Source: an optimization exercise on an open RTL-to-GDS flow (aim: small area, a short achievable clock period and few clock cycles). Production flows keep margins and buffers that such runs may drop.
Only simulation tests tie the RTL to the original design; equivalence was not proved.
Power figures rest on the tool's default switching activity, not on a simulated workload.

// RISC_processor
module RISC_processor(
    input clk,
    input Reset,
    output [31:0] PC,
    input [31:0] InstructionCode,
    output RegWriteEn,
    output [4:0] RegWriteNum,
    output [31:0] RegWriteData
    );
clock: 14.0 ns
lec_check: 0
abc_clock_period_in_ps: 4000
cap_margin: 20
cell_pad_in_sites_detail_placement: 1
cell_pad_in_sites_global_placement: 1
core_margin: 2
core_utilization: 35
cts_buf_list: sky130_fd_sc_hd__clkbuf_4 sky130_fd_sc_hd__clkbuf_8
place_density: 0.45
slew_margin: 20
synth_hierarchical: 1
standard.sh (not shown) runs the stock make flow with config.mk's settings and CLKGATE_MAP_FILE= SYNTH_SCRIPT=/design/flow/synth_recipe.tcl, a recipe that flattens the netlist after the stock synthesis.
==> flow/flow/run.sh <==
#!/bin/bash
# Layout: the standard flow (standard.sh) with its unchanged synthesis and
# the design's SDC. The setup repair steps are asked to keep a larger slack
# margin, so that they work on paths well below the design's clock period.
# Ports are buffered (as the standard flow does) with buf_4 cells.
set -euo pipefail
bash standard.sh SETUP_SLACK_MARGIN=10 TNS_END_PERCENT=0 \
  "BUFFER_PORTS_ARGS=-buffer_cell sky130_fd_sc_hd__buf_4" finish > flow_make.log 2>&1
The starting point completed without violations.
Testbench counts at the start, summed over its fixed seeds: cycles 64,064.
Rerun with:
- CTS_BUF_LIST: sky130_fd_sc_hd__clkbuf_4 sky130_fd_sc_hd__clkbuf_8 -> sky130_fd_sc_hd__clkbuf_16
- CTS_CLUSTER_DIAMETER: default -> 60
- CTS_CLUSTER_SIZE: default -> 20
After rerunning: Maximum frequency shrinks by 3.3%. Design area shrinks by about 1%. Sequential cell count is unchanged. Register-to-register slack degrades by 100 ps. Clock power shrinks by about 3%. Core utilization shrinks by 0.45 points. Global-route usage shrinks by 0.45 points. Worst hold slack stays flat. Clock-buffer cell count shrinks by 220. Power shrinks by about 1.5%. Sequential power barely changes.
Rerun with:
- CELL_PAD_IN_SITES_DETAIL_PLACEMENT: 1 -> default
- CELL_PAD_IN_SITES_GLOBAL_PLACEMENT: 1 -> default
- CORE_UTILIZATION: 35 -> 40
- CTS_BUF_LIST: sky130_fd_sc_hd__clkbuf_16 -> default
- CTS_CLUSTER_DIAMETER: 60 -> default
- CTS_CLUSTER_SIZE: 20 -> default
- PLACE_DENSITY: 0.45 -> default
Effect: The new run passed the timing, design-rule and antenna checks; sequential cell count stays the same; setup slack gains 210 ps; via count came out higher by 0.92%; sequential share of layout area decreases by 0.80 points; sequential power stays flat; total power came out higher by 2.4%; final area climbs by 2.2%; cell count came out lower by 1.4%; global-route usage fell by 0.58 points.


Setup of JK:
The RTL this note starts from:
==> flow/design.v <==
module RISC_processor(
    input clk,
    input Reset,
    output [31:0] PC,
    input [31:0] InstructionCode,
    output RegWriteEn,
    output [4:0] RegWriteNum,
    output [31:0] RegWriteData
    );
reg [29:0] pc_q;
always @(posedge clk or negedge Reset)
    if (!Reset) pc_q <= 30'd0;
    else        pc_q <= pc_q + 30'd1;
assign PC = {pc_q, 2'b00};
reg        d_v;                          
reg [31:0] ir;
always @(posedge clk or negedge Reset)
    if (!Reset) d_v <= 1'b0;
    else        d_v <= 1'b1;
always @(posedge clk)
    ir <= InstructionCode;
wire [31:0] ins = ir;
wire [5:0] op  = ins[31:26];
wire [4:0] rd  = ins[25:21];
wire [4:0] rs1 = ins[20:16];
wire [4:0] rs2 = ins[15:11];
wire [4:0] sh  = ins[10:6];
wire [5:0] fn  = ins[5:0];
wire is_r  = (op == 6'b000000);
wire is_li = (op == 6'b111111);
wire f_sll = is_r && (fn == 6'b000000);
wire f_srl = is_r && (fn == 6'b000010);
wire f_and = is_r && (fn == 6'b100100);
wire f_or  = is_r && (fn == 6'b100101);
wire f_sub = is_r && (fn == 6'b100010);
wire use_rs2 = is_r && fn[5];
wire [31:0] imm   = {{10{ins[21]}}, ins[21:0]};
wire [31:0] shamt = {{27{sh[4]}}, sh};
reg        e_we;                         
reg [4:0]  e_rd;
reg [31:0] e_an, e_bn;                   
reg        e_add, e_sub, e_and, e_or, e_sll, e_srl, e_li;
reg [3:0]  e_sh;
reg        w_we;
reg [4:0]  w_rd;
reg [31:0] w_data;
localparam [14*32-1:0] INITS = {
    32'd15, 32'd10, 32'd30, 32'd0, 32'd30, 32'd20, 32'd5,
    32'd50, 32'd15, 32'd10, 32'd10, 32'd40, 32'd20, 32'd0};
wire [31:0]   res;
wire [1023:0] rf_q;
wire [31:0]   wsel;
reg  [13:0]   dflt;
genvar gi, gb;
generate
for (gi = 0; gi < 32; gi = gi + 1) begin : R
    reg  [31:0] q;
    wire [31:0] d;
    assign wsel[gi] = e_we && (e_rd == gi);
    wire nsel = !wsel[gi];
    for (gb = 0; gb < 32; gb = gb + 1) begin : B
        rf_hold u(.q(q[gb]), .w(res[gb]), .en(wsel[gi]), .nen(nsel), .d(d[gb]));
    end
    always @(posedge clk)
        q <= d;
    assign rf_q[gi*32 +: 32] = q;
end
endgenerate
always @(posedge clk or negedge Reset)
    if (!Reset) dflt <= 14'h3fff;
    else        dflt <= dflt & ~wsel[13:0];
wire [31:0] s1, s2;       
wire [13:0] c1, c2;       
generate
for (gi = 0; gi < 32; gi = gi + 1) begin : S
    wire h1 = (rs1 == gi);
    wire h2 = use_rs2  && (rs2 == gi);
    if (gi < 14) begin : D
        assign s1[gi] = h1 && !dflt[gi];
        assign s2[gi] = h2 && !dflt[gi];
        assign c1[gi] = h1 && dflt[gi];
        assign c2[gi] = h2 && dflt[gi];
    end else begin : N
        assign s1[gi] = h1;
        assign s2[gi] = h2;
    end
end
endgenerate
wire [31:0] bconst = (is_li ? imm : 32'd0) | ((is_r && !fn[5]) ? shamt : 32'd0);
wire [31:0] rf_an, rf_bn;
generate
for (gb = 0; gb < 32; gb = gb + 1) begin : P
    wire [31:0] col;
    wire [13:0] cm;
    for (gi = 0; gi < 32; gi = gi + 1) begin : C
        assign col[gi] = rf_q[gi*32 + gb];
        if (gi < 14) begin : I
            assign cm[gi] = INITS[gi*32 + gb];
        end
    end
    rf_rdbit ua(.s(s1), .d(col), .cn(!(|(c1 & cm))), .yn(rf_an[gb]));
    rf_rdbit ub(.s(s2), .d(col), .cn(!((|(c2 & cm)) | bconst[gb])), .yn(rf_bn[gb]));
end
endgenerate
always @(posedge clk or negedge Reset)
    if (!Reset) e_we <= 1'b0;
    else        e_we <= d_v && (is_r || is_li);
always @(posedge clk) begin
    e_rd  <= rd;
    e_sh  <= sh[3:0];
    e_an  <= (e_we && (e_rd == rs1)) ? ~res : rf_an;
    e_bn  <= (e_we && use_rs2 && (e_rd == rs2)) ? ~res : rf_bn;
    e_sub <= f_sub;
    e_and <= f_and;
    e_or  <= f_or;
    e_sll <= f_sll && !sh[4];
    e_srl <= f_srl && !sh[4];
    e_li  <= is_li;
    e_add <= !(f_sll || f_srl || f_and || f_or || is_li);
end
wire [31:0] a = ~e_an;
wire [31:0] b = ~e_bn;
wire [31:0] sum;
alu_add32 add(.a(e_sub ? ~a : a), .b(b), .s(sum));
function [31:0] rev32(input [31:0] x);
    integer r;
    for (r = 0; r < 32; r = r + 1) rev32[r] = x[31 - r];
endfunction
wire [31:0] shx = (e_sll ? rev32(a) : a) >> e_sh;
wire [31:0] shl = rev32(shx);
wire [31:0] shr = shx;
wire [31:0] rest = ({32{e_and}} & (a & b))
                 | ({32{e_or }} & (a | b))
                 | ({32{e_sll}} & shl)
                 | ({32{e_srl}} & shr)
                 | ({32{e_li }} & b);
wire e_pos = e_add && !e_sub;
genvar gr;
generate
for (gr = 0; gr < 32; gr = gr + 1) begin : RS
    alu_res u(.sum(sum[gr]), .pos(e_pos), .neg(e_sub), .rest(rest[gr]), .y(res[gr]));
end
endgenerate
always @(posedge clk or negedge Reset)
    if (!Reset) w_we <= 1'b0;
    else        w_we <= e_we;
always @(posedge clk) begin
    w_rd   <= e_rd;
    w_data <= res;
end
assign RegWriteEn   = w_we;
assign RegWriteNum  = w_rd;
assign RegWriteData = w_data;
endmodule
module rf_hold(input q, input w, input en, input nen, output d);
assign d = (q & nen) | (w & en);
endmodule
module rf_aoi222(input a1, input b1, input a2, input b2, input a3, input b3, output y);
assign y = ~((a1 & b1) | (a2 & b2) | (a3 & b3));
endmodule
module rf_aoi22(input a1, input b1, input a2, input b2, output y);
assign y = ~((a1 & b1) | (a2 & b2));
endmodule
module rf_rdbit(input [31:0] s, input [31:0] d, input cn, output yn);
wire [10:0] g;
genvar j;
generate
for (j = 0; j < 10; j = j + 1) begin : G
    rf_aoi222 u(.a1(s[3*j]), .b1(d[3*j]), .a2(s[3*j+1]), .b2(d[3*j+1]),
                .a3(s[3*j+2]), .b3(d[3*j+2]), .y(g[j]));
end
endgenerate
rf_aoi22 u10(.a1(s[30]), .b1(d[30]), .a2(s[31]), .b2(d[31]), .y(g[10]));
assign yn = (&g) & cn;
endmodule
module alu_res(input sum, input pos, input neg, input rest, output y);
assign y = (sum & pos) | (!sum & neg) | rest;
endmodule
module alu_pg(input a, input b, output p, output g);
assign p = a ^ b;
assign g = a & b;
endmodule
module alu_ao(input g1, input t1, input g0, output g);
assign g = g1 | (t1 & g0);
endmodule
module alu_aa(input t1, input t0, output t);
assign t = t1 & t0;
endmodule
module alu_xor(input a, input b, output y);
assign y = a ^ b;
endmodule
module alu_add32(input [31:0] a, input [31:0] b, output [31:0] s);
wire [31:0] p, g0;
wire [31:0] gl [0:5];
wire [31:0] tl [0:5];
genvar l, i;
generate
for (i = 0; i < 32; i = i + 1) begin : PG
    alu_pg u(.a(a[i]), .b(b[i]), .p(p[i]), .g(g0[i]));
end
assign gl[0] = g0;
assign tl[0] = p;
for (l = 0; l < 5; l = l + 1) begin : L
    for (i = 0; i < 32; i = i + 1) begin : B
        if (i & (1 << l)) begin : C
            alu_ao ug(.g1(gl[l][i]), .t1(tl[l][i]), .g0(gl[l][((i >> l) << l) - 1]), .g(gl[l+1][i]));
            if ((i >> (l + 1)) != 0) begin : T
                alu_aa ut(.t1(tl[l][i]), .t0(tl[l][((i >> l) << l) - 1]), .t(tl[l+1][i]));
            end else begin : NT
                assign tl[l+1][i] = 1'b0;
            end
        end else begin : P
            assign gl[l+1][i] = gl[l][i];
            assign tl[l+1][i] = tl[l][i];
        end
    end
end
assign s[0] = p[0];
for (i = 1; i < 32; i = i + 1) begin : S
    alu_xor x(.a(p[i]), .b(gl[5][i-1]), .y(s[i]));
end
endgenerate
endmodule
==> flow/config.mk <==
export PLATFORM = sky130hd
export DESIGN_NAME = RISC_processor
export DESIGN_NICKNAME = RISC_processor
export VERILOG_FILES = /design/flow/design.v
export SDC_FILE = /design/flow/constraint.sdc
export NUM_CORES = 4
export LEC_CHECK = 0
export ABC_CLOCK_PERIOD_IN_PS = 4000
export CAP_MARGIN = 20
export CELL_PAD_IN_SITES_DETAIL_PLACEMENT = 1
export CELL_PAD_IN_SITES_GLOBAL_PLACEMENT = 1
export CORE_MARGIN = 2
export CORE_UTILIZATION = 35
export CTS_BUF_LIST = sky130_fd_sc_hd__clkbuf_16
export CTS_CLUSTER_DIAMETER = 60
export CTS_CLUSTER_SIZE = 20
export PLACE_DENSITY = 0.45
export SLEW_MARGIN = 20
export SYNTH_HIERARCHICAL = 1
==> flow/constraint.sdc <==
create_clock -name core_clock -period 14.0 [get_ports {clk}]
set_input_delay 2.8000 -clock core_clock [delete_from_list [all_inputs] [get_ports {clk}]]
set_output_delay 2.8000 -clock core_clock [all_outputs]
set_load 0.01 [all_outputs]
Scripts as last shown in full above: flow/flow/run.sh
Testbench counts of JK, summed over its fixed seeds: cycles 64,096.
Modified inputs, MS compared to JK
- removing CTS_BUF_LIST (formerly sky130_fd_sc_hd__clkbuf_16)
- removing CTS_CLUSTER_DIAMETER (formerly 60)
- removing CTS_CLUSTER_SIZE (formerly 20)
- Changes observed in MS relative to JK: achievable clock frequency went up by 0.34%, H-tree level count closely matched the old numbers, worst-skew pair later-pin latency has remained practically unchanged.
- MS vs JK — clock buffer count climbed by more than half
- Compared with JK, MS shows a higher number of design-rule violations left by the first detailed-router iteration.
- Fraction of final layout cells with drive strength greater than 1 in MS vs JK: down 0.57 points

-- what the ideal ports hide --
Ports are ideal in the flow. The routed layouts listed here were re-timed in OpenROAD.
Step 1 assumes that a clkbuf_16 drives the clock port and a buf_2 every other input.
Step 2 times the ports against the registers' clock, not the clock port: input delays grow and output delays shrink by t, the midpoint of the rising clock arrivals with the driver on.
Three values: ideal ports, drivers, drivers and shift; two values: the first two.
run	shift t [ns]	setup WS [ns]	hold WS [ns]	cell pins on the clock port's net
the first run of note 1	0.989	9.336 / 9.375 / 8.386	0.477 / 0.477 / 0.477	1
the second run of note 1	0.842	9.178 / 9.231 / 8.390	0.477 / 0.477 / 0.477	1
the third run of note 1	0.852	9.390 / 9.398 / 8.546	0.436 / 0.436 / 0.436	1
JK	0.869	9.737 / 9.729 / 9.737	0.327 / 0.327 / 0.327	1
MS	0.865	9.751 / 9.705 / 9.751	0.326 / 0.326 / 0.326	1
After both steps every run listed still meets setup and hold. For the first run of note 1, which loses most, drivers alone change the setup slack by +0.039 ns; drivers and shift together by -0.950 ns.
